This is an optimization exercise on Yosys and OpenROAD, whose aim is small area, a short achievable clock period and few clock cycles, not a production implementation.
Where RTL was checked, it was by simulation tests only, not by an equivalence proof against the original.
Power and IR drop assume default switching activity.

==> module chan_dp, before the edit <==
module chan_dp (
    input [63:0] V,
    input [63:0] A,
    input [63:0] J,
    input [63:0] JJ,
    input [63:0] T,
    input [63:0] AB,
    input aci,
    input z,
    input tv,
    input aip,
    output hit,
    output fin,
    output [63:0] nv,
    output [63:0] nA,
    output [63:0] nJ,
    output [49:0] nspeed,
    output [63:0] abA,
    output ab_neg
);
    wire [63:0] g0 = A & V;
    wire [63:0] p0 = A ^ V;
    wire [64:0] c_sum;
    pg_carry #(64) u_sum (.g(g0), .p(p0), .ci(aci), .c(c_sum));
    wire [63:0] sum = p0 ^ c_sum[63:0];
    wire c_av = c_sum[64];
    wire [63:0] cs_s = ~(p0 ^ T);
    wire [63:0] cs_c = g0 | (p0 & ~T);
    wire [63:0] cs_y = {cs_c[62:0], aci};
    wire gf, pf;
    pg_group #(64) u_full (.g(cs_s & cs_y), .p(cs_s | cs_y), .G(gf), .P(pf));
    wire gv, pv;
    pg_group #(64) u_vt (.g(V & ~T), .p(V | ~T), .G(gv), .P(pv));
    wire sd_vt = V[63] ^ T[63];
    wire lt_vt = sd_vt ? V[63] : ~(gv | pv);    
    wire gt_vt = sd_vt ? T[63] : gv;            
    wire eq_vt = pv & ~gv;
    wire le1 = ~gt_vt;              
    wire le4 = ~lt_vt;              
    wire h0_00 = hit_case(1'b0, 1'b0, 1'b0);
    wire h0_01 = hit_case(1'b0, 1'b0, 1'b1);
    wire h0_11 = hit_case(1'b0, 1'b1, 1'b1);
    wire h1_00 = hit_case(1'b1, 1'b0, 1'b0);
    wire h1_01 = hit_case(1'b1, 1'b0, 1'b1);
    wire h1_11 = hit_case(1'b1, 1'b1, 1'b1);
    wire h0 = gf ? h0_11 : (pf ? h0_01 : h0_00);
    wire h1 = gf ? h1_11 : (pf ? h1_01 : h1_00);
    assign hit = z | (c_sum[63] ? h1 : h0);
    function hit_case(input x, input gfv, input gpv);
        reg s63, cav, c_st1, c_st0, sd, lt_st, gt_st;
        begin
            s63 = p0[63] ^ x;
            cav = g0[63] | (p0[63] & x);
            c_st1 = cs_c[63] ^ gpv ^ cav;
            c_st0 = cs_c[63] ^ gfv ^ cav;
            sd = s63 ^ T[63];
            lt_st = sd ? s63 : ~c_st1;      
            gt_st = sd ? T[63] : c_st0;     
            hit_case = tv & ((le1 & ~lt_st) | (~gt_st & le4));
        end
    endfunction
    assign fin = hit & aip & eq_vt;
    assign nv = hit ? T : sum;
    wire [50:0] spT;
    wire co_t;
    pg_add #(51) u_spt (.a(T[50:0]), .b(V[50:0]), .ci(1'b0), .s(spT), .co(co_t));
    wire [49:0] spS;
    wire co_s;
    pg_add #(50) u_sps (.a(A[50:1]), .b(V[49:0]), .ci(A[0] & aci), .s(spS), .co(co_s));
    assign nspeed = hit ? spT[50:1] : spS;
    wire [63:0] aj, jjj;
    wire co_aj, co_jj;
    pg_add #(64) u_aj (.a(A), .b(J), .ci(aci), .s(aj), .co(co_aj));
    pg_add #(64) u_jj (.a(J), .b(JJ), .ci(1'b0), .s(jjj), .co(co_jj));
    assign nJ = jjj;
    assign nA = aj;
    wire ab_z = ~|AB;
    wire [63:0] abX = ab_z ? V : AB;
    assign ab_neg = ab_z | (~V[63] & (|V));
    assign abA = abX ^ {64{ab_neg}};
endmodule
clock: 12.0 ns
lec_check: 0
cap_margin: 20
core_margin: 2
core_utilization: 60
cts_buf_list: sky130_fd_sc_hd__clkbuf_16
cts_cluster_diameter: 80
cts_cluster_size: 20
gpl_routability_driven: 1
place_density: 0.7
slew_margin: 20
standard.sh (not shown) runs the stock make flow with config.mk's settings and CLKGATE_MAP_FILE= SYNTH_SCRIPT=/design/flow/synth_recipe.tcl, a recipe that flattens the netlist after the stock synthesis.
==> flow/flow/run.sh <==
#!/bin/bash
# Standard ORFS layout (the standard.sh, synthesis unchanged), with
# timing repair aimed below the 12 ns clock so that the achieved period,
# not only the 12 ns constraint, is optimised, and plain buffers (not
# delay cells) on the ports. Logs: flow.log here, and each ORFS step's
# own log under orfs/logs/.
set -euo pipefail
export SETUP_SLACK_MARGIN=7
export BUFFER_PORTS_ARGS="-buffer_cell sky130_fd_sc_hd__buf_2"
bash standard.sh > flow.log 2>&1
Testbench counts at the start, summed over its fixed seeds: cycles 1,991.
Change:
--- a/flow/design.v
+++ b/flow/design.v
@@ -151,18 +151,17 @@
     wire c_av = c_sum[64];
     wire [63:0] cs_s = ~(p0 ^ T);
     wire [63:0] cs_c = g0 | (p0 & ~T);
     wire [63:0] cs_y = {cs_c[62:0], aci};
     wire gf, pf;
-    pg_group #(64) u_full (.g(cs_s & cs_y), .p(cs_s | cs_y), .G(gf), .P(pf));
+    pg_group #(64) u_full (.g(cs_s & cs_y), .p(cs_s ^ cs_y), .G(gf), .P(pf));
     wire gv, pv;
-    pg_group #(64) u_vt (.g(V & ~T), .p(V | ~T), .G(gv), .P(pv));
+    pg_group #(64) u_vt (.g(V & ~T), .p(~(V ^ T)), .G(gv), .P(pv));
     wire sd_vt = V[63] ^ T[63];
     wire lt_vt = sd_vt ? V[63] : ~(gv | pv);    
-    wire gt_vt = sd_vt ? T[63] : gv;            
-    wire eq_vt = pv & ~gv;
-    wire le1 = ~gt_vt;              
+    wire eq_vt = pv;
+    wire le1 = lt_vt | eq_vt;       
     wire le4 = ~lt_vt;              
     wire h0_00 = hit_case(1'b0, 1'b0, 1'b0);
     wire h0_01 = hit_case(1'b0, 1'b0, 1'b1);
     wire h0_11 = hit_case(1'b0, 1'b1, 1'b1);
     wire h1_00 = hit_case(1'b1, 1'b0, 1'b0);
Outcome:
- The changed run passed the timing, DRC and antenna checks
- setup slack is worse by 0.024 ns
- cell area decreases by a few percent
- synthesized cell count decreases by a few percent
- power decreases by a few percent
- final cell count decreases by a few percent
- die area decreases slightly
- sequential cell count does not change
- clock skew is about the same
Testbench counts after the change, summed over its fixed seeds: cycles 1,991.


The RTL this note starts from:
==> flow/design.v <==
module profile_gen#(parameter SPEED_BITS=50) (
    input clk,
    input rst,
    input acc_step,
    output reg busy,
    output reg done,
    output [SPEED_BITS-1:0] speed_0,
    output [SPEED_BITS-1:0] speed_1,
    output [SPEED_BITS-1:0] speed_2,
    output [SPEED_BITS-1:0] speed_3,
    output [SPEED_BITS-1:0] speed_4,
    output [SPEED_BITS-1:0] speed_5,
    output [SPEED_BITS-1:0] speed_6,
    output [SPEED_BITS-1:0] speed_7,
    input [7:0] param_addr,
    input [31:0] param_in,
    input param_write_hi,
    input param_write_lo,
    input [7:0] abort,
    output reg [7:0] pending_aborts,
    output reg [7:0] done_aborts
);
    reg [7:0] en;        
    reg [7:0] tv;        
    reg [7:0] aip;
    reg [7:0] aci;
    reg [7:0] z;         
    reg ph2;
    wire [7:0] start_ab = en & pending_aborts & ~aip;
    wire any_start = |start_ab;
    wire go_abort = acc_step & any_start;
    wire go_step = (acc_step & ~any_start) | ph2;
    wire [7:0] hit, fin;
    wire [SPEED_BITS-1:0] spd [0:7];
    assign speed_0 = spd[0];
    assign speed_1 = spd[1];
    assign speed_2 = spd[2];
    assign speed_3 = spd[3];
    assign speed_4 = spd[4];
    assign speed_5 = spd[5];
    assign speed_6 = spd[6];
    assign speed_7 = spd[7];
    wire [2:0] wch = param_addr[7:5];
    wire [4:0] wword = param_addr[4:0];
    genvar c;
    generate
        for (c = 0; c < 8; c = c + 1) begin : ch
            reg signed [63:0] V, A, J, JJ, T, AB;
            reg [SPEED_BITS-1:0] speed;
            assign spd[c] = speed;
            wire sel = (wch == c);
            wire wlo = param_write_lo & sel;
            wire whi = param_write_hi & sel;
            wire [63:0] nv, nA, nJ, abA;
            wire [SPEED_BITS-1:0] nspeed;
            wire ab_neg;
            chan_dp u_dp (.V(V), .A(A), .J(J), .JJ(JJ), .T(T), .AB(AB), .aci(aci[c]), .z(z[c]),
                          .tv(tv[c]), .aip(aip[c]), .hit(hit[c]), .fin(fin[c]), .nv(nv),
                          .nA(nA), .nJ(nJ), .nspeed(nspeed), .abA(abA), .ab_neg(ab_neg));
            wire stp = go_step & en[c];
            wire sab = go_abort & start_ab[c];
            wire mat = z[c] & ~stp & ~sab;
            always @(posedge clk) begin
                if (wlo && wword == 5'd3) V[31:0] <= param_in;
                else if (whi && wword == 5'd3) V[63:32] <= param_in;
                else if (stp) V <= nv;
                if (wlo && wword == 5'd4) A[31:0] <= param_in;
                else if (sab) A[31:0] <= abA[31:0];
                else if (stp) A[31:0] <= nA[31:0];
                else if (mat) A[31:0] <= 0;
                if (whi && wword == 5'd4) A[63:32] <= param_in;
                else if (sab) A[63:32] <= abA[63:32];
                else if (stp) A[63:32] <= nA[63:32];
                else if (mat) A[63:32] <= 0;
                if ((wlo || whi) && wword == 5'd4) aci[c] <= 1'b0;
                else if (sab) aci[c] <= ab_neg;
                else if (stp) aci[c] <= 1'b0;
                if (wlo && wword == 5'd5) J[31:0] <= param_in;
                else if (sab || mat) J[31:0] <= 0;
                else if (stp) J[31:0] <= nJ[31:0];
                if (whi && wword == 5'd5) J[63:32] <= param_in;
                else if (sab || mat) J[63:32] <= 0;
                else if (stp) J[63:32] <= nJ[63:32];
                if (wlo && wword == 5'd6) JJ[31:0] <= param_in;
                else if (sab || mat) JJ[31:0] <= 0;
                if (whi && wword == 5'd6) JJ[63:32] <= param_in;
                else if (sab || mat) JJ[63:32] <= 0;
                if (sab || mat) z[c] <= 1'b0;
                else if (stp) z[c] <= hit[c];
                if (wlo && wword == 5'd7) T[31:0] <= param_in;
                else if (whi && wword == 5'd7) T[63:32] <= param_in;
                else if (sab) T <= 0;
                if (wlo && wword == 5'd8) AB[31:0] <= param_in;
                else if (whi && wword == 5'd8) AB[63:32] <= param_in;
                if (wlo && wword == 5'd0) begin
                    en[c] <= param_in[0];
                    tv[c] <= param_in[1];
                end else if (sab)
                    tv[c] <= 1'b1;
                if (rst)
                    speed <= 0;
                else if (stp)
                    speed <= nspeed;
            end
        end
    endgenerate
    wire [7:0] dab = go_step ? ((~en & pending_aborts) | (en & fin)) : 8'd0;
    always @(posedge clk) begin
        if (rst) begin
            busy <= 0;
            done <= 0;
            ph2 <= 0;
            done_aborts <= 0;
            pending_aborts <= 0;
            aip <= 0;
        end else begin
            busy <= go_abort;
            ph2 <= go_abort;
            done <= go_step;
            done_aborts <= dab;
            pending_aborts <= (pending_aborts | abort) & ~dab;
            aip <= (aip | (go_abort ? start_ab : 8'd0)) & ~dab;
        end
    end
endmodule
module chan_dp (
    input [63:0] V,
    input [63:0] A,
    input [63:0] J,
    input [63:0] JJ,
    input [63:0] T,
    input [63:0] AB,
    input aci,
    input z,
    input tv,
    input aip,
    output hit,
    output fin,
    output [63:0] nv,
    output [63:0] nA,
    output [63:0] nJ,
    output [49:0] nspeed,
    output [63:0] abA,
    output ab_neg
);
    wire [63:0] g0 = A & V;
    wire [63:0] p0 = A ^ V;
    wire [64:0] c_sum;
    pg_carry #(64) u_sum (.g(g0), .p(p0), .ci(aci), .c(c_sum));
    wire [63:0] sum = p0 ^ c_sum[63:0];
    wire c_av = c_sum[64];
    wire [63:0] cs_s = ~(p0 ^ T);
    wire [63:0] cs_c = g0 | (p0 & ~T);
    wire [63:0] cs_y = {cs_c[62:0], aci};
    wire gf, pf;
    pg_group #(64) u_full (.g(cs_s & cs_y), .p(cs_s ^ cs_y), .G(gf), .P(pf));
    wire gv, pv;
    pg_group #(64) u_vt (.g(V & ~T), .p(~(V ^ T)), .G(gv), .P(pv));
    wire sd_vt = V[63] ^ T[63];
    wire lt_vt = sd_vt ? V[63] : ~(gv | pv);    
    wire eq_vt = pv;
    wire le1 = lt_vt | eq_vt;       
    wire le4 = ~lt_vt;              
    wire h0_00 = hit_case(1'b0, 1'b0, 1'b0);
    wire h0_01 = hit_case(1'b0, 1'b0, 1'b1);
    wire h0_11 = hit_case(1'b0, 1'b1, 1'b1);
    wire h1_00 = hit_case(1'b1, 1'b0, 1'b0);
    wire h1_01 = hit_case(1'b1, 1'b0, 1'b1);
    wire h1_11 = hit_case(1'b1, 1'b1, 1'b1);
    wire h0 = gf ? h0_11 : (pf ? h0_01 : h0_00);
    wire h1 = gf ? h1_11 : (pf ? h1_01 : h1_00);
    assign hit = z | (c_sum[63] ? h1 : h0);
    function hit_case(input x, input gfv, input gpv);
        reg s63, cav, c_st1, c_st0, sd, lt_st, gt_st;
        begin
            s63 = p0[63] ^ x;
            cav = g0[63] | (p0[63] & x);
            c_st1 = cs_c[63] ^ gpv ^ cav;
            c_st0 = cs_c[63] ^ gfv ^ cav;
            sd = s63 ^ T[63];
            lt_st = sd ? s63 : ~c_st1;      
            gt_st = sd ? T[63] : c_st0;     
            hit_case = tv & ((le1 & ~lt_st) | (~gt_st & le4));
        end
    endfunction
    assign fin = hit & aip & eq_vt;
    assign nv = hit ? T : sum;
    wire [50:0] spT;
    wire co_t;
    pg_add #(51) u_spt (.a(T[50:0]), .b(V[50:0]), .ci(1'b0), .s(spT), .co(co_t));
    wire [49:0] spS;
    wire co_s;
    pg_add #(50) u_sps (.a(A[50:1]), .b(V[49:0]), .ci(A[0] & aci), .s(spS), .co(co_s));
    assign nspeed = hit ? spT[50:1] : spS;
    wire [63:0] aj, jjj;
    wire co_aj, co_jj;
    pg_add #(64) u_aj (.a(A), .b(J), .ci(aci), .s(aj), .co(co_aj));
    pg_add #(64) u_jj (.a(J), .b(JJ), .ci(1'b0), .s(jjj), .co(co_jj));
    assign nJ = jjj;
    assign nA = aj;
    wire ab_z = ~|AB;
    wire [63:0] abX = ab_z ? V : AB;
    assign ab_neg = ab_z | (~V[63] & (|V));
    assign abA = abX ^ {64{ab_neg}};
endmodule
module pg_carry #(parameter N = 64, parameter L = 6) (
    input [N-1:0] g,
    input [N-1:0] p,
    input ci,
    output [N:0] c
);
    wire [(L+1)*N-1:0] gg;
    wire [(L+1)*N-1:0] pp;
    assign gg[N-1:1] = g[N-1:1];
    assign gg[0] = g[0] | (p[0] & ci);
    assign pp[N-1:0] = p;
    genvar k, i;
    generate
        for (k = 0; k < L; k = k + 1) begin : lv
            for (i = 0; i < N; i = i + 1) begin : bt
                if ((i >> k) & 1) begin : m
                    localparam integer J = ((i >> k) << k) - 1;
                    assign gg[(k+1)*N+i] = gg[k*N+i] | (pp[k*N+i] & gg[k*N+J]);
                    assign pp[(k+1)*N+i] = pp[k*N+i] & pp[k*N+J];
                end else begin : t
                    assign gg[(k+1)*N+i] = gg[k*N+i];
                    assign pp[(k+1)*N+i] = pp[k*N+i];
                end
            end
        end
    endgenerate
    assign c = {gg[L*N+N-1:L*N], ci};
endmodule
module pg_group #(parameter N = 64) (
    input [N-1:0] g,
    input [N-1:0] p,
    output G,
    output P
);
    generate
        if (N == 1) begin : leaf
            assign G = g[0];
            assign P = p[0];
        end else begin : node
            wire gh, ph, gl, pl;
            pg_group #(N/2) hi (.g(g[N-1:N/2]), .p(p[N-1:N/2]), .G(gh), .P(ph));
            pg_group #(N/2) lo (.g(g[N/2-1:0]), .p(p[N/2-1:0]), .G(gl), .P(pl));
            assign G = gh | (ph & gl);
            assign P = ph & pl;
        end
    endgenerate
endmodule
module pg_add #(parameter N = 64, parameter L = 6) (
    input [N-1:0] a,
    input [N-1:0] b,
    input ci,
    output [N-1:0] s,
    output co
);
    wire [(L+1)*N-1:0] g;
    wire [(L+1)*N-1:0] p;
    wire [N-1:0] p0 = a ^ b;
    assign g[N-1:1] = a[N-1:1] & b[N-1:1];
    assign g[0] = (a[0] & b[0]) | (p0[0] & ci);
    assign p[N-1:0] = p0;
    genvar k, i;
    generate
        for (k = 0; k < L; k = k + 1) begin : lv
            for (i = 0; i < N; i = i + 1) begin : bt
                if ((i >> k) & 1) begin : m
                    localparam integer J = ((i >> k) << k) - 1;
                    assign g[(k+1)*N+i] = g[k*N+i] | (p[k*N+i] & g[k*N+J]);
                    assign p[(k+1)*N+i] = p[k*N+i] & p[k*N+J];
                end else begin : t
                    assign g[(k+1)*N+i] = g[k*N+i];
                    assign p[(k+1)*N+i] = p[k*N+i];
                end
            end
        end
    endgenerate
    assign s = p0 ^ {g[L*N+N-2:L*N], ci};
    assign co = g[L*N+N-1];
endmodule
clock: 12.0 ns
lec_check: 0
cap_margin: 20
core_margin: 2
core_utilization: 45
gpl_routability_driven: 1
place_density: 0.6
slew_margin: 20
==> flow/flow/run.sh <==
#!/bin/bash
# Standard ORFS layout (the standard.sh, synthesis unchanged), with
# timing repair aimed below the 12 ns clock so that the achieved period,
# not only the 12 ns constraint, is optimised. Logs: flow.log here, and
# each ORFS step's own log under orfs/logs/.
set -euo pipefail
export SETUP_SLACK_MARGIN=7
bash standard.sh > flow.log 2>&1
Testbench counts at the start, summed over its fixed seeds: cycles 1,991.
Change:
--- a/flow/design.v
+++ b/flow/design.v
@@ -24,7 +24,6 @@
     reg [7:0] tv;        
     reg [7:0] aip;
     reg [7:0] aci;
-    reg [7:0] z;         
     reg ph2;
     wire [7:0] start_ab = en & pending_aborts & ~aip;
     wire any_start = |start_ab;
@@ -54,39 +53,29 @@
             wire [63:0] nv, nA, nJ, abA;
             wire [SPEED_BITS-1:0] nspeed;
             wire ab_neg;
-            chan_dp u_dp (.V(V), .A(A), .J(J), .JJ(JJ), .T(T), .AB(AB), .aci(aci[c]), .z(z[c]),
+            chan_dp u_dp (.V(V), .A(A), .J(J), .JJ(JJ), .T(T), .AB(AB), .aci(aci[c]),
                           .tv(tv[c]), .aip(aip[c]), .hit(hit[c]), .fin(fin[c]), .nv(nv),
                           .nA(nA), .nJ(nJ), .nspeed(nspeed), .abA(abA), .ab_neg(ab_neg));
             wire stp = go_step & en[c];
             wire sab = go_abort & start_ab[c];
-            wire mat = z[c] & ~stp & ~sab;
             always @(posedge clk) begin
                 if (wlo && wword == 5'd3) V[31:0] <= param_in;
                 else if (whi && wword == 5'd3) V[63:32] <= param_in;
                 else if (stp) V <= nv;
                 if (wlo && wword == 5'd4) A[31:0] <= param_in;
-                else if (sab) A[31:0] <= abA[31:0];
-                else if (stp) A[31:0] <= nA[31:0];
-                else if (mat) A[31:0] <= 0;
-                if (whi && wword == 5'd4) A[63:32] <= param_in;
-                else if (sab) A[63:32] <= abA[63:32];
-                else if (stp) A[63:32] <= nA[63:32];
-                else if (mat) A[63:32] <= 0;
+                else if (whi && wword == 5'd4) A[63:32] <= param_in;
+                else if (sab) A <= abA;
+                else if (stp) A <= nA;
                 if ((wlo || whi) && wword == 5'd4) aci[c] <= 1'b0;
                 else if (sab) aci[c] <= ab_neg;
                 else if (stp) aci[c] <= 1'b0;
                 if (wlo && wword == 5'd5) J[31:0] <= param_in;
-                else if (sab || mat) J[31:0] <= 0;
-                else if (stp) J[31:0] <= nJ[31:0];
-                if (whi && wword == 5'd5) J[63:32] <= param_in;
-                else if (sab || mat) J[63:32] <= 0;
-                else if (stp) J[63:32] <= nJ[63:32];
+                else if (whi && wword == 5'd5) J[63:32] <= param_in;
+                else if (sab) J <= 0;
+                else if (stp) J <= nJ;
                 if (wlo && wword == 5'd6) JJ[31:0] <= param_in;
-                else if (sab || mat) JJ[31:0] <= 0;
-                if (whi && wword == 5'd6) JJ[63:32] <= param_in;
-                else if (sab || mat) JJ[63:32] <= 0;
-                if (sab || mat) z[c] <= 1'b0;
-                else if (stp) z[c] <= hit[c];
+                else if (whi && wword == 5'd6) JJ[63:32] <= param_in;
+                else if (sab || (stp && hit[c])) JJ <= 0;
                 if (wlo && wword == 5'd7) T[31:0] <= param_in;
                 else if (whi && wword == 5'd7) T[63:32] <= param_in;
                 else if (sab) T <= 0;
@@ -131,7 +120,6 @@
     input [63:0] T,
     input [63:0] AB,
     input aci,
-    input z,
     input tv,
     input aip,
     output hit,
@@ -169,7 +157,7 @@
     wire h1_11 = hit_case(1'b1, 1'b1, 1'b1);
     wire h0 = gf ? h0_11 : (pf ? h0_01 : h0_00);
     wire h1 = gf ? h1_11 : (pf ? h1_01 : h1_00);
-    assign hit = z | (c_sum[63] ? h1 : h0);
+    assign hit = c_sum[63] ? h1 : h0;
     function hit_case(input x, input gfv, input gpv);
         reg s63, cav, c_st1, c_st0, sd, lt_st, gt_st;
         begin
@@ -196,8 +184,8 @@
     wire co_aj, co_jj;
     pg_add #(64) u_aj (.a(A), .b(J), .ci(aci), .s(aj), .co(co_aj));
     pg_add #(64) u_jj (.a(J), .b(JJ), .ci(1'b0), .s(jjj), .co(co_jj));
-    assign nJ = jjj;
-    assign nA = aj;
+    assign nJ = hit ? 64'd0 : jjj;
+    assign nA = hit ? 64'd0 : aj;
     wire ab_z = ~|AB;
     wire [63:0] abX = ab_z ? V : AB;
     assign ab_neg = ab_z | (~V[63] & (|V));
The changed run ran to the end with no violations.
Via count climbs by a few percent.
Sequential power increases by a little under a tenth.
Setup slack got worse by 0.10 ns.
Final area grows by a few percent.
Flip-flop and latch count falls by 8.
Total power is higher by a quarter to a third.
Synthesized cell count went up slightly.
Clock power barely changes.
Wire length rose by a few percent.
Hold slack gets better by 0.0043 ns.
Function not checked in the second run of this note: the RTL went through the layout flow alone.

## static timing again, ports no longer ideal
The flow's constraints put no driver on any port. The routed layouts listed below were extracted and timed again, unchanged, in two steps.
Step 1 (the two cells are an assumption about what drives the block):
set clk [get_ports {clk}]
set_driving_cell -lib_cell sky130_fd_sc_hd__clkbuf_16 $clk
set_driving_cell -lib_cell sky130_fd_sc_hd__buf_2 [delete_from_list [all_inputs] $clk]
Step 2 times the ports against the registers' clock, not the clock port: input delays grow and output delays shrink by t, the midpoint of the rising clock arrivals with the driver on.
Three values: no drivers, after step 1, after step 2; two values: the first two.
run	t, ns	setup WS [ns]	worst setup path at the end	latest minus earliest clock arrival (ns)
the first run of note 1	1.159	6.867 / 6.867 / 5.912	input to register	0.061 / 0.062
the second run of note 1	1.183	6.843 / 6.843 / 6.012	input to register	0.063 / 0.063
the first run of note 2	1.230	6.883 / 6.883 / 5.828	input to register	0.097 / 0.097
the second run of note 2	1.197	6.781 / 6.781 / 5.693	input to register	0.092 / 0.092
After both steps setup and hold are still met in every run listed. The setup slack of the second run of note 2, which loses most, moves by 0.000 ns with the drivers and by -1.088 ns with both steps.
